Source: an optimization exercise on an open RTL-to-GDS flow (aim: small area and a short achievable clock period). Production flows keep margins and buffers that such runs may drop.
At most, simulation tests tie the RTL to the original design; equivalence was not proved.
The flow treats the clock pin as an ideal source, which a real chip does not have.
Power is estimated from default activity; no workload was simulated.

==> 12-21: inputs <==
==> flow/design.v (excerpt) <==
module fifo #(
    parameter N = 32,
    parameter depth = 3  
)(
    input wire clk,
    input wire reset,
    input wire wr_en,
    input wire rd_en,
    input [N-1:0] din,
    output reg [N-1:0] dout,
    output reg full,
    output wire empty
);
    localparam DEPTH = 2**depth;
    reg [DEPTH-1:0] wr_oh, rd_oh;    
    reg [N-1:0] mem [0:DEPTH-1];
    reg nempty;
    assign empty = ~nempty;
    wire wr_fire = wr_en & ~full;
    wire rd_fire = rd_en & nempty;
    wire rd_fire_n = ~rd_fire;
    wire [DEPTH-1:0] wsel = wr_oh & {DEPTH{wr_fire}};
    wire [DEPTH-1:0] rsel = rd_oh & {DEPTH{rd_fire}};
    wire [DEPTH-1:0] wr_oh_inc = {wr_oh[DEPTH-2:0], wr_oh[DEPTH-1]};
    wire [DEPTH-1:0] rd_oh_inc = {rd_oh[DEPTH-2:0], rd_oh[DEPTH-1]};
    wire [N-1:0] dout_nx;
    wire [N-1:0] g0, g1, g2;
    genvar b;
    generate
        for (b = 0; b < N; b = b + 1) begin : rd
            fifo_aoi222 u0 (.a1(rsel[0]), .a2(mem[0][b]), .b1(rsel[1]), .b2(mem[1][b]),
                            .c1(rsel[2]), .c2(mem[2][b]), .y(g0[b]));
            fifo_aoi222 u1 (.a1(rsel[3]), .a2(mem[3][b]), .b1(rsel[4]), .b2(mem[4][b]),
                            .c1(rsel[5]), .c2(mem[5][b]), .y(g1[b]));
            fifo_aoi222 u2 (.a1(rsel[6]), .a2(mem[6][b]), .b1(rsel[7]), .b2(mem[7][b]),
                            .c1(rd_fire_n), .c2(dout[b]), .y(g2[b]));
            fifo_nand3 u3 (.a(g0[b]), .b(g1[b]), .c(g2[b]), .y(dout_nx[b]));
        end
    endgenerate
    integer i;
    always @(posedge clk) begin
        for (i = 0; i < DEPTH; i = i + 1)
            if (wsel[i])
                mem[i] <= din;
    end
    wire w_meets = |(wr_oh_inc & rd_oh);
    wire r_meets = |(rd_oh_inc & wr_oh);
    wire full_nx  = ~rd_fire & (full | (wr_fire & w_meets));
    wire empty_nx = ~wr_fire & (~nempty | (rd_fire & r_meets));
    always @(posedge clk or posedge reset) begin
        if (reset) begin
            wr_oh  <= {{(DEPTH-1){1'b0}}, 1'b1};
            rd_oh  <= {{(DEPTH-1){1'b0}}, 1'b1};
            dout   <= 0;
            full   <= 1'b0;
            nempty <= 1'b0;
        end else begin
            if (wr_fire)
                wr_oh <= wr_oh_inc;
            if (rd_fire)
                rd_oh <= rd_oh_inc;
            dout   <= dout_nx;
            full   <= full_nx;
  ...
==> module fifo, before the edit <==
module fifo #(
    parameter N = 32,
    parameter depth = 3  
)(
    input wire clk,
    input wire reset,
    input wire wr_en,
    input wire rd_en,
    input [N-1:0] din,
    output reg [N-1:0] dout,
    output reg full,
    output wire empty
);
    localparam DEPTH = 2**depth;
    reg [DEPTH-1:0] wr_oh, rd_oh;    
    reg [N-1:0] mem [0:DEPTH-1];
    reg nempty;
    assign empty = ~nempty;
    wire wr_fire = wr_en & ~full;
    wire rd_fire = rd_en & nempty;
    wire rd_fire_n = ~rd_fire;
    wire [DEPTH-1:0] wsel = wr_oh & {DEPTH{wr_fire}};
    wire [DEPTH-1:0] rsel = rd_oh & {DEPTH{rd_fire}};
    wire [DEPTH-1:0] wr_oh_inc = {wr_oh[DEPTH-2:0], wr_oh[DEPTH-1]};
    wire [DEPTH-1:0] rd_oh_inc = {rd_oh[DEPTH-2:0], rd_oh[DEPTH-1]};
    wire [N-1:0] dout_nx;
    wire [N-1:0] g0, g1, g2;
    genvar b;
    generate
        for (b = 0; b < N; b = b + 1) begin : rd
            fifo_aoi222 u0 (.a1(rsel[0]), .a2(mem[0][b]), .b1(rsel[1]), .b2(mem[1][b]),
                            .c1(rsel[2]), .c2(mem[2][b]), .y(g0[b]));
            fifo_aoi222 u1 (.a1(rsel[3]), .a2(mem[3][b]), .b1(rsel[4]), .b2(mem[4][b]),
                            .c1(rsel[5]), .c2(mem[5][b]), .y(g1[b]));
            fifo_aoi222 u2 (.a1(rsel[6]), .a2(mem[6][b]), .b1(rsel[7]), .b2(mem[7][b]),
                            .c1(rd_fire_n), .c2(dout[b]), .y(g2[b]));
            fifo_nand3 u3 (.a(g0[b]), .b(g1[b]), .c(g2[b]), .y(dout_nx[b]));
        end
    endgenerate
    integer i;
    always @(posedge clk) begin
        for (i = 0; i < DEPTH; i = i + 1)
            if (wsel[i])
                mem[i] <= din;
    end
    wire w_meets = |(wr_oh_inc & rd_oh);
    wire r_meets = |(rd_oh_inc & wr_oh);
    wire full_nx  = ~rd_fire & (full | (wr_fire & w_meets));
    wire empty_nx = ~wr_fire & (~nempty | (rd_fire & r_meets));
    always @(posedge clk or posedge reset) begin
        if (reset) begin
            wr_oh  <= {{(DEPTH-1){1'b0}}, 1'b1};
            rd_oh  <= {{(DEPTH-1){1'b0}}, 1'b1};
            dout   <= 0;
            full   <= 1'b0;
            nempty <= 1'b0;
        end else begin
            if (wr_fire)
                wr_oh <= wr_oh_inc;
            if (rd_fire)
                rd_oh <= rd_oh_inc;
            dout   <= dout_nx;
            full   <= full_nx;
            nempty <= ~empty_nx;
        end
    end
endmodule
export LEC_CHECK = 0
export CAP_MARGIN = 20
export CORE_MARGIN = 2
export CORE_UTILIZATION = 40
export CTS_CLUSTER_DIAMETER = 100
export CTS_CLUSTER_SIZE = 30
export SETUP_SLACK_MARGIN = 1.5
export SLEW_MARGIN = 20
export SYNTH_HIERARCHICAL = 1
export SYNTH_MINIMUM_KEEP_SIZE = 0
create_clock -name core_clock -period 3.0 [get_ports {clk}]
standard.sh (not shown) runs the stock make flow with config.mk's settings and CLKGATE_MAP_FILE= SYNTH_SCRIPT=/design/flow/synth_recipe.tcl, a recipe that flattens the netlist after the stock synthesis.
==> flow/flow/run.sh <==
#!/bin/bash
# Own layout flow: the standard synthesis unchanged, then the standard ORFS
# layout with smaller port buffers, without the delay buffer cells, and with a
# clock tree one level shallower (see cts_hook.tcl).
set -euo pipefail
here=$(pwd)

bash standard.sh synth > synth.log 2>&1

platform_dont_use="sky130_fd_sc_hd__probe_p_8 sky130_fd_sc_hd__probec_p_8 sky130_fd_sc_hd__lpflow_bleeder_1 sky130_fd_sc_hd__lpflow_clkbufkapwr_1 sky130_fd_sc_hd__lpflow_clkbufkapwr_16 sky130_fd_sc_hd__lpflow_clkbufkapwr_2 sky130_fd_sc_hd__lpflow_clkbufkapwr_4 sky130_fd_sc_hd__lpflow_clkbufkapwr_8 sky130_fd_sc_hd__lpflow_clkinvkapwr_1 sky130_fd_sc_hd__lpflow_clkinvkapwr_16 sky130_fd_sc_hd__lpflow_clkinvkapwr_2 sky130_fd_sc_hd__lpflow_clkinvkapwr_4 sky130_fd_sc_hd__lpflow_clkinvkapwr_8 sky130_fd_sc_hd__lpflow_decapkapwr_12 sky130_fd_sc_hd__lpflow_decapkapwr_3 sky130_fd_sc_hd__lpflow_decapkapwr_4 sky130_fd_sc_hd__lpflow_decapkapwr_6 sky130_fd_sc_hd__lpflow_decapkapwr_8 sky130_fd_sc_hd__lpflow_inputiso0n_1 sky130_fd_sc_hd__lpflow_inputiso0p_1 sky130_fd_sc_hd__lpflow_inputiso1n_1 sky130_fd_sc_hd__lpflow_inputiso1p_1 sky130_fd_sc_hd__lpflow_inputisolatch_1 sky130_fd_sc_hd__lpflow_isobufsrc_1 sky130_fd_sc_hd__lpflow_isobufsrc_16 sky130_fd_sc_hd__lpflow_isobufsrc_2 sky130_fd_sc_hd__lpflow_isobufsrc_4 sky130_fd_sc_hd__lpflow_isobufsrc_8 sky130_fd_sc_hd__lpflow_isobufsrckapwr_16 sky130_fd_sc_hd__lpflow_lsbuf_lh_hl_isowell_tap_1 sky130_fd_sc_hd__lpflow_lsbuf_lh_hl_isowell_tap_2 sky130_fd_sc_hd__lpflow_lsbuf_lh_hl_isowell_tap_4 sky130_fd_sc_hd__lpflow_lsbuf_lh_isowell_4 sky130_fd_sc_hd__lpflow_lsbuf_lh_isowell_tap_1 sky130_fd_sc_hd__lpflow_lsbuf_lh_isowell_tap_2 sky130_fd_sc_hd__lpflow_lsbuf_lh_isowell_tap_4"
extra_dont_use="sky130_fd_sc_hd__clkdlybuf4s* sky130_fd_sc_hd__dlygate* sky130_fd_sc_hd__dlymetal* sky130_fd_sc_hd__buf_12 sky130_fd_sc_hd__buf_16 sky130_fd_sc_hd__bufinv_* sky130_fd_sc_hd__clkbuf_16"

bash standard.sh \
  "BUFFER_PORTS_ARGS=-buffer_cell sky130_fd_sc_hd__buf_2" \
  "DONT_USE_CELLS=$platform_dont_use $extra_dont_use" \
  "PRE_CTS_TCL=$here/flow/cts_hook.tcl" \
  finish > layout.log 2>&1
==> flow/flow/cts_hook.tcl <==
# PRE_CTS hook: after TritonCTS builds the tree, replace its upper levels by
# NROOT root buffers driven straight from the clock port, each placed at the
# centre of the group of sink-cluster (leaf) buffers it drives. Every register
# still sees the same number of buffer levels (root, leaf), so the tree stays
# balanced; it only gets one level shallower.
proc rebuild_clock_roots {nroot master_name} {
  set block [ord::get_db_block]
  set db [ord::get_db]
  set master [$db findMaster $master_name]
  set port_net [$block findNet clk]
  set leaves {}
  set others {}
  foreach inst [$block getInsts] {
    set name [$inst getName]
    if {[string match "clkbuf_leaf_*" $name]} { lappend leaves $inst } elseif {[string match "clkbuf_*" $name]} { lappend others $inst }
  }
  # remove the upper levels
  foreach inst $others {
    set outIT [$inst findITerm X]; set onet [$outIT getNet]
    $outIT disconnect; [$inst findITerm A] disconnect
    odb::dbInst_destroy $inst
    if {[$onet getName] != "clk"} { odb::dbNet_destroy $onet }
  }
  # leaf locations
  set pts {}
  foreach l $leaves {
    set bb [$l getBBox]
    lappend pts [list $l [expr {([$bb xMin]+[$bb xMax])/2}] [expr {([$bb yMin]+[$bb yMax])/2}]]
  }
  # k-means on leaf locations
  set n [llength $pts]
  set cents {}
  for {set k 0} {$k < $nroot} {incr k} {
    set p [lindex [lsort -integer -index 1 $pts] [expr {int(($k + 0.5) * $n / $nroot)}]]
    lappend cents [list [lindex $p 1] [lindex $p 2]]
  }
  for {set it 0} {$it < 50} {incr it} {
    set groups {}
    for {set k 0} {$k < $nroot} {incr k} { lappend groups {} }
    foreach p $pts {
      set best 0; set bd 1e18
      for {set k 0} {$k < $nroot} {incr k} {
        set c [lindex $cents $k]
        set d [expr {abs([lindex $p 1]-[lindex $c 0]) + abs([lindex $p 2]-[lindex $c 1])}]
        if {$d < $bd} { set bd $d; set best $k }
      }
      lset groups $best [concat [lindex $groups $best] [list $p]]
    }
    set cents {}
    foreach g $groups {
      if {[llength $g] == 0} { lappend cents {0 0}; continue }
      set sx 0; set sy 0
      foreach p $g { set sx [expr {$sx + [lindex $p 1]}]; set sy [expr {$sy + [lindex $p 2]}] }
      lappend cents [list [expr {$sx / [llength $g]}] [expr {$sy / [llength $g]}]]
    }
  }
  set k 0
  foreach g $groups c $cents {
    if {[llength $g] == 0} continue
    set inst [odb::dbInst_create $block $master "clkbuf_root_$k"]
    $inst setLocation [lindex $c 0] [lindex $c 1]
    $inst setPlacementStatus PLACED
    set net [odb::dbNet_create $block "clknet_root_$k"]
    $net setSigType CLOCK
    [$inst findITerm A] connect $port_net
    [$inst findITerm X] connect $net
    foreach p $g { [[lindex $p 0] findITerm A] disconnect; [[lindex $p 0] findITerm A] connect $net }
    incr k
  }
  puts "rebuilt clock roots: $k roots over [llength $leaves] leaves"
}

rename clock_tree_synthesis my_orig_clock_tree_synthesis
# The flow keeps the largest buffers off the data nets (DONT_USE_CELLS); the
# clock tree may still use them.
proc clock_tree_synthesis {args} {
  set big [get_lib_cells {sky130_fd_sc_hd__clkbuf_16}]
  unset_dont_use $big
  my_orig_clock_tree_synthesis {*}$args
  rebuild_clock_roots 4 sky130_fd_sc_hd__clkbuf_16
  set_dont_use $big
}
==> 04-15 (differences from 12-21) <==
--- a/flow/design.v
+++ b/flow/design.v
@@ -12,3 +12,3 @@
     output reg full,
-    output wire empty
+    output reg empty
 );
@@ -18,3 +18,2 @@
     reg nempty;
-    assign empty = ~nempty;
     wire wr_fire = wr_en & ~full;
@@ -57,2 +56,3 @@
             nempty <= 1'b0;
+            empty  <= 1'b1;
         end else begin
@@ -65,2 +65,3 @@
             nempty <= ~empty_nx;
+            empty  <= empty_nx;
         end
--- a/flow/flow/run.sh
+++ b/flow/flow/run.sh
@@ -10,3 +10,3 @@
 platform_dont_use="sky130_fd_sc_hd__probe_p_8 sky130_fd_sc_hd__probec_p_8 sky130_fd_sc_hd__lpflow_bleeder_1 sky130_fd_sc_hd__lpflow_clkbufkapwr_1 sky130_fd_sc_hd__lpflow_clkbufkapwr_16 sky130_fd_sc_hd__lpflow_clkbufkapwr_2 sky130_fd_sc_hd__lpflow_clkbufkapwr_4 sky130_fd_sc_hd__lpflow_clkbufkapwr_8 sky130_fd_sc_hd__lpflow_clkinvkapwr_1 sky130_fd_sc_hd__lpflow_clkinvkapwr_16 sky130_fd_sc_hd__lpflow_clkinvkapwr_2 sky130_fd_sc_hd__lpflow_clkinvkapwr_4 sky130_fd_sc_hd__lpflow_clkinvkapwr_8 sky130_fd_sc_hd__lpflow_decapkapwr_12 sky130_fd_sc_hd__lpflow_decapkapwr_3 sky130_fd_sc_hd__lpflow_decapkapwr_4 sky130_fd_sc_hd__lpflow_decapkapwr_6 sky130_fd_sc_hd__lpflow_decapkapwr_8 sky130_fd_sc_hd__lpflow_inputiso0n_1 sky130_fd_sc_hd__lpflow_inputiso0p_1 sky130_fd_sc_hd__lpflow_inputiso1n_1 sky130_fd_sc_hd__lpflow_inputiso1p_1 sky130_fd_sc_hd__lpflow_inputisolatch_1 sky130_fd_sc_hd__lpflow_isobufsrc_1 sky130_fd_sc_hd__lpflow_isobufsrc_16 sky130_fd_sc_hd__lpflow_isobufsrc_2 sky130_fd_sc_hd__lpflow_isobufsrc_4 sky130_fd_sc_hd__lpflow_isobufsrc_8 sky130_fd_sc_hd__lpflow_isobufsrckapwr_16 sky130_fd_sc_hd__lpflow_lsbuf_lh_hl_isowell_tap_1 sky130_fd_sc_hd__lpflow_lsbuf_lh_hl_isowell_tap_2 sky130_fd_sc_hd__lpflow_lsbuf_lh_hl_isowell_tap_4 sky130_fd_sc_hd__lpflow_lsbuf_lh_isowell_4 sky130_fd_sc_hd__lpflow_lsbuf_lh_isowell_tap_1 sky130_fd_sc_hd__lpflow_lsbuf_lh_isowell_tap_2 sky130_fd_sc_hd__lpflow_lsbuf_lh_isowell_tap_4"
-extra_dont_use="sky130_fd_sc_hd__clkdlybuf4s* sky130_fd_sc_hd__dlygate* sky130_fd_sc_hd__dlymetal* sky130_fd_sc_hd__buf_12 sky130_fd_sc_hd__buf_16 sky130_fd_sc_hd__bufinv_* sky130_fd_sc_hd__clkbuf_16"
+extra_dont_use="sky130_fd_sc_hd__clkdlybuf4s* sky130_fd_sc_hd__dlygate* sky130_fd_sc_hd__dlymetal*"
 
--- a/flow/flow/cts_hook.tcl
+++ b/flow/flow/cts_hook.tcl
@@ -21,2 +21,7 @@
     odb::dbInst_destroy $inst
+    # dummy loads CTS hung on this level go with it
+    foreach it [$onet getITerms] {
+      set load [$it getInst]
+      if {[string match "clkload*" [$load getName]]} { odb::dbInst_destroy $load }
+    }
     if {[$onet getName] != "clk"} { odb::dbNet_destroy $onet }
@@ -73,10 +78,5 @@
 rename clock_tree_synthesis my_orig_clock_tree_synthesis
-# The flow keeps the largest buffers off the data nets (DONT_USE_CELLS); the
-# clock tree may still use them.
 proc clock_tree_synthesis {args} {
-  set big [get_lib_cells {sky130_fd_sc_hd__clkbuf_16}]
-  unset_dont_use $big
   my_orig_clock_tree_synthesis {*}$args
   rebuild_clock_roots 4 sky130_fd_sc_hd__clkbuf_16
-  set_dont_use $big
 }
--- a/flow/config.mk
+++ b/flow/config.mk
@@ -9,6 +9,6 @@
 export CORE_MARGIN = 2
-export CORE_UTILIZATION = 40
+export CORE_UTILIZATION = 55
 export CTS_CLUSTER_DIAMETER = 100
 export CTS_CLUSTER_SIZE = 30
-export SETUP_SLACK_MARGIN = 1.5
+export SETUP_SLACK_MARGIN = 1.4
 export SLEW_MARGIN = 20
==> 11-09 (differences from 12-21) <==
--- a/flow/design.v
+++ b/flow/design.v
@@ -15,3 +15,3 @@
     localparam DEPTH = 2**depth;
-    reg [DEPTH-1:0] wr_oh, rd_oh;    
+    reg [depth-1:0] wr_ptr, rd_ptr;
     reg [N-1:0] mem [0:DEPTH-1];
@@ -19,9 +19,11 @@
     assign empty = ~nempty;
-    wire wr_fire = wr_en & ~full;
-    wire rd_fire = rd_en & nempty;
-    wire rd_fire_n = ~rd_fire;
-    wire [DEPTH-1:0] wsel = wr_oh & {DEPTH{wr_fire}};
-    wire [DEPTH-1:0] rsel = rd_oh & {DEPTH{rd_fire}};
-    wire [DEPTH-1:0] wr_oh_inc = {wr_oh[DEPTH-2:0], wr_oh[DEPTH-1]};
-    wire [DEPTH-1:0] rd_oh_inc = {rd_oh[DEPTH-2:0], rd_oh[DEPTH-1]};
+    wire wr_fire_n = ~(wr_en & ~full);
+    wire rd_fire_n = ~(rd_en & nempty);
+    wire wr_fire = ~wr_fire_n;
+    wire rd_fire = ~rd_fire_n;
+    wire [depth-1:0] wr_ptr_inc = {wr_ptr[2] ^ (wr_ptr[1] & wr_ptr[0]), wr_ptr[1] ^ wr_ptr[0], ~wr_ptr[0]};
+    wire [depth-1:0] rd_ptr_inc = {rd_ptr[2] ^ (rd_ptr[1] & rd_ptr[0]), rd_ptr[1] ^ rd_ptr[0], ~rd_ptr[0]};
+    wire [DEPTH-1:0] wsel, rsel;
+    fifo_dec3 u_wdec (.en_n(wr_fire_n), .p(wr_ptr), .y(wsel));
+    fifo_dec3 u_rdec (.en_n(rd_fire_n), .p(rd_ptr), .y(rsel));
     wire [N-1:0] dout_nx;
@@ -46,10 +48,8 @@
     end
-    wire w_meets = |(wr_oh_inc & rd_oh);
-    wire r_meets = |(rd_oh_inc & wr_oh);
-    wire full_nx  = ~rd_fire & (full | (wr_fire & w_meets));
-    wire empty_nx = ~wr_fire & (~nempty | (rd_fire & r_meets));
+    wire full_nx  = rd_fire_n & (full | (wr_fire & (wr_ptr_inc == rd_ptr)));
+    wire empty_nx = wr_fire_n & (~nempty | (rd_fire & (rd_ptr_inc == wr_ptr)));
     always @(posedge clk or posedge reset) begin
         if (reset) begin
-            wr_oh  <= {{(DEPTH-1){1'b0}}, 1'b1};
-            rd_oh  <= {{(DEPTH-1){1'b0}}, 1'b1};
+            wr_ptr <= 0;
+            rd_ptr <= 0;
             dout   <= 0;
@@ -59,5 +59,5 @@
             if (wr_fire)
-                wr_oh <= wr_oh_inc;
+                wr_ptr <= wr_ptr_inc;
             if (rd_fire)
-                rd_oh <= rd_oh_inc;
+                rd_ptr <= rd_ptr_inc;
             dout   <= dout_nx;
@@ -80 +80,41 @@
 endmodule
+module fifo_dec3 (
+    input wire en_n,
+    input wire [2:0] p,
+    output wire [7:0] y
+);
+    wire [2:0] pn;
+    wire [3:0] lo_n;
+    fifo_inv  i0 (.a(p[0]), .y(pn[0]));
+    fifo_inv  i1 (.a(p[1]), .y(pn[1]));
+    fifo_inv  i2 (.a(p[2]), .y(pn[2]));
+    fifo_nand2 l0 (.a(pn[0]), .b(pn[1]), .y(lo_n[0]));
+    fifo_nand2 l1 (.a(p[0]),  .b(pn[1]), .y(lo_n[1]));
+    fifo_nand2 l2 (.a(pn[0]), .b(p[1]),  .y(lo_n[2]));
+    fifo_nand2 l3 (.a(p[0]),  .b(p[1]),  .y(lo_n[3]));
+    genvar k;
+    generate
+        for (k = 0; k < 4; k = k + 1) begin : o
+            fifo_nor3 lo (.a(en_n), .b(lo_n[k]), .c(p[2]),  .y(y[k]));
+            fifo_nor3 hi (.a(en_n), .b(lo_n[k]), .c(pn[2]), .y(y[k+4]));
+        end
+    endgenerate
+endmodule
+module fifo_nand2 (
+    input wire a, b,
+    output wire y
+);
+    assign y = ~(a & b);
+endmodule
+module fifo_nor3 (
+    input wire a, b, c,
+    output wire y
+);
+    assign y = ~(a | b | c);
+endmodule
+module fifo_inv (
+    input wire a,
+    output wire y
+);
+    assign y = ~a;
+endmodule
--- a/flow/flow/run.sh
+++ b/flow/flow/run.sh
@@ -10,3 +10,3 @@
 platform_dont_use="sky130_fd_sc_hd__probe_p_8 sky130_fd_sc_hd__probec_p_8 sky130_fd_sc_hd__lpflow_bleeder_1 sky130_fd_sc_hd__lpflow_clkbufkapwr_1 sky130_fd_sc_hd__lpflow_clkbufkapwr_16 sky130_fd_sc_hd__lpflow_clkbufkapwr_2 sky130_fd_sc_hd__lpflow_clkbufkapwr_4 sky130_fd_sc_hd__lpflow_clkbufkapwr_8 sky130_fd_sc_hd__lpflow_clkinvkapwr_1 sky130_fd_sc_hd__lpflow_clkinvkapwr_16 sky130_fd_sc_hd__lpflow_clkinvkapwr_2 sky130_fd_sc_hd__lpflow_clkinvkapwr_4 sky130_fd_sc_hd__lpflow_clkinvkapwr_8 sky130_fd_sc_hd__lpflow_decapkapwr_12 sky130_fd_sc_hd__lpflow_decapkapwr_3 sky130_fd_sc_hd__lpflow_decapkapwr_4 sky130_fd_sc_hd__lpflow_decapkapwr_6 sky130_fd_sc_hd__lpflow_decapkapwr_8 sky130_fd_sc_hd__lpflow_inputiso0n_1 sky130_fd_sc_hd__lpflow_inputiso0p_1 sky130_fd_sc_hd__lpflow_inputiso1n_1 sky130_fd_sc_hd__lpflow_inputiso1p_1 sky130_fd_sc_hd__lpflow_inputisolatch_1 sky130_fd_sc_hd__lpflow_isobufsrc_1 sky130_fd_sc_hd__lpflow_isobufsrc_16 sky130_fd_sc_hd__lpflow_isobufsrc_2 sky130_fd_sc_hd__lpflow_isobufsrc_4 sky130_fd_sc_hd__lpflow_isobufsrc_8 sky130_fd_sc_hd__lpflow_isobufsrckapwr_16 sky130_fd_sc_hd__lpflow_lsbuf_lh_hl_isowell_tap_1 sky130_fd_sc_hd__lpflow_lsbuf_lh_hl_isowell_tap_2 sky130_fd_sc_hd__lpflow_lsbuf_lh_hl_isowell_tap_4 sky130_fd_sc_hd__lpflow_lsbuf_lh_isowell_4 sky130_fd_sc_hd__lpflow_lsbuf_lh_isowell_tap_1 sky130_fd_sc_hd__lpflow_lsbuf_lh_isowell_tap_2 sky130_fd_sc_hd__lpflow_lsbuf_lh_isowell_tap_4"
-extra_dont_use="sky130_fd_sc_hd__clkdlybuf4s* sky130_fd_sc_hd__dlygate* sky130_fd_sc_hd__dlymetal* sky130_fd_sc_hd__buf_12 sky130_fd_sc_hd__buf_16 sky130_fd_sc_hd__bufinv_* sky130_fd_sc_hd__clkbuf_16"
+extra_dont_use="sky130_fd_sc_hd__clkdlybuf4s* sky130_fd_sc_hd__dlygate* sky130_fd_sc_hd__dlymetal*"
 
--- a/flow/flow/cts_hook.tcl
+++ b/flow/flow/cts_hook.tcl
@@ -73,10 +73,5 @@
 rename clock_tree_synthesis my_orig_clock_tree_synthesis
-# The flow keeps the largest buffers off the data nets (DONT_USE_CELLS); the
-# clock tree may still use them.
 proc clock_tree_synthesis {args} {
-  set big [get_lib_cells {sky130_fd_sc_hd__clkbuf_16}]
-  unset_dont_use $big
   my_orig_clock_tree_synthesis {*}$args
   rebuild_clock_roots 4 sky130_fd_sc_hd__clkbuf_16
-  set_dont_use $big
 }
==> summary.txt <==
Syn Area/Cell: 12-21 21.4 µm²; 11-09 21.2 µm²; 04-15 21.4 µm²
P per Cell Area: 12-21 501 nW/µm²; 11-09 841 nW/µm²; 04-15 584 nW/µm²
Met1 Track Usage GR: 12-21 29.0%; 11-09 26.6%; 04-15 35.4%
Endpoint of the most critical register-to-register path: 12-21 dout[16]; 11-09 dout[2]; 04-15 dout[20]
Topmost layer with routed signal wires: 12-21 met4; 11-09 met5; 04-15 met4
Invs w/o clock: 12-21 2; 11-09 10; 04-15 1
Maximum single-stage delay on the critical path: 12-21 480 ps; 11-09 490 ps; 04-15 490 ps
Gate Count Post-Synth: 12-21 489; 11-09 482; 04-15 490
Area fraction in compound gates after synthesis: 12-21 11.0%; 11-09 9.57%; 04-15 11.1%
Outcome: 12-21 complete, no violations; 11-09 complete, no violations; 04-15 complete, no violations
Full die area: 12-21 27400 µm²; 11-09 26900 µm²; 04-15 20200 µm²
Horizontal die dimension: 12-21 166 µm; 11-09 164 µm; 04-15 142 µm
Part of the power in registers: 12-21 65.6%; 11-09 49.8%; 04-15 67.1%
Synthesized Nets: 12-21 525; 11-09 520; 04-15 526
For 12-21, only the layout was checked, not whether the RTL still works.

==> static timing again, ports no longer ideal <==
The results above use ideal ports. As a check the final layouts listed here were re-extracted and re-timed, cells and wires unchanged.
Step 1, drivers: a clkbuf_16 drives clk and a buf_2 each remaining input, both assumed.
Step 2, shift: input delay + t, output delay - t, t = (earliest + latest rising clock arrival at the registers) / 2. This alone moves slack from input paths to output paths.
Slacks: no drivers / after step 1 / after step 2; pairs: no drivers / after step 1.
run | t, ns | setup slack, ns | pins driven straight from the clock port
12-21 | 0.428 | 1.165 / 1.165 / 0.967 | 4
04-15 | 0.408 | 1.409 / 1.364 / 1.082 | 4
11-09 | 0.405 | 1.293 / 1.232 / 0.991 | 4
After both steps every run listed still meets setup and hold. The setup slack of 04-15, which loses most, moves by -0.045 ns with the drivers and by -0.327 ns with both steps.
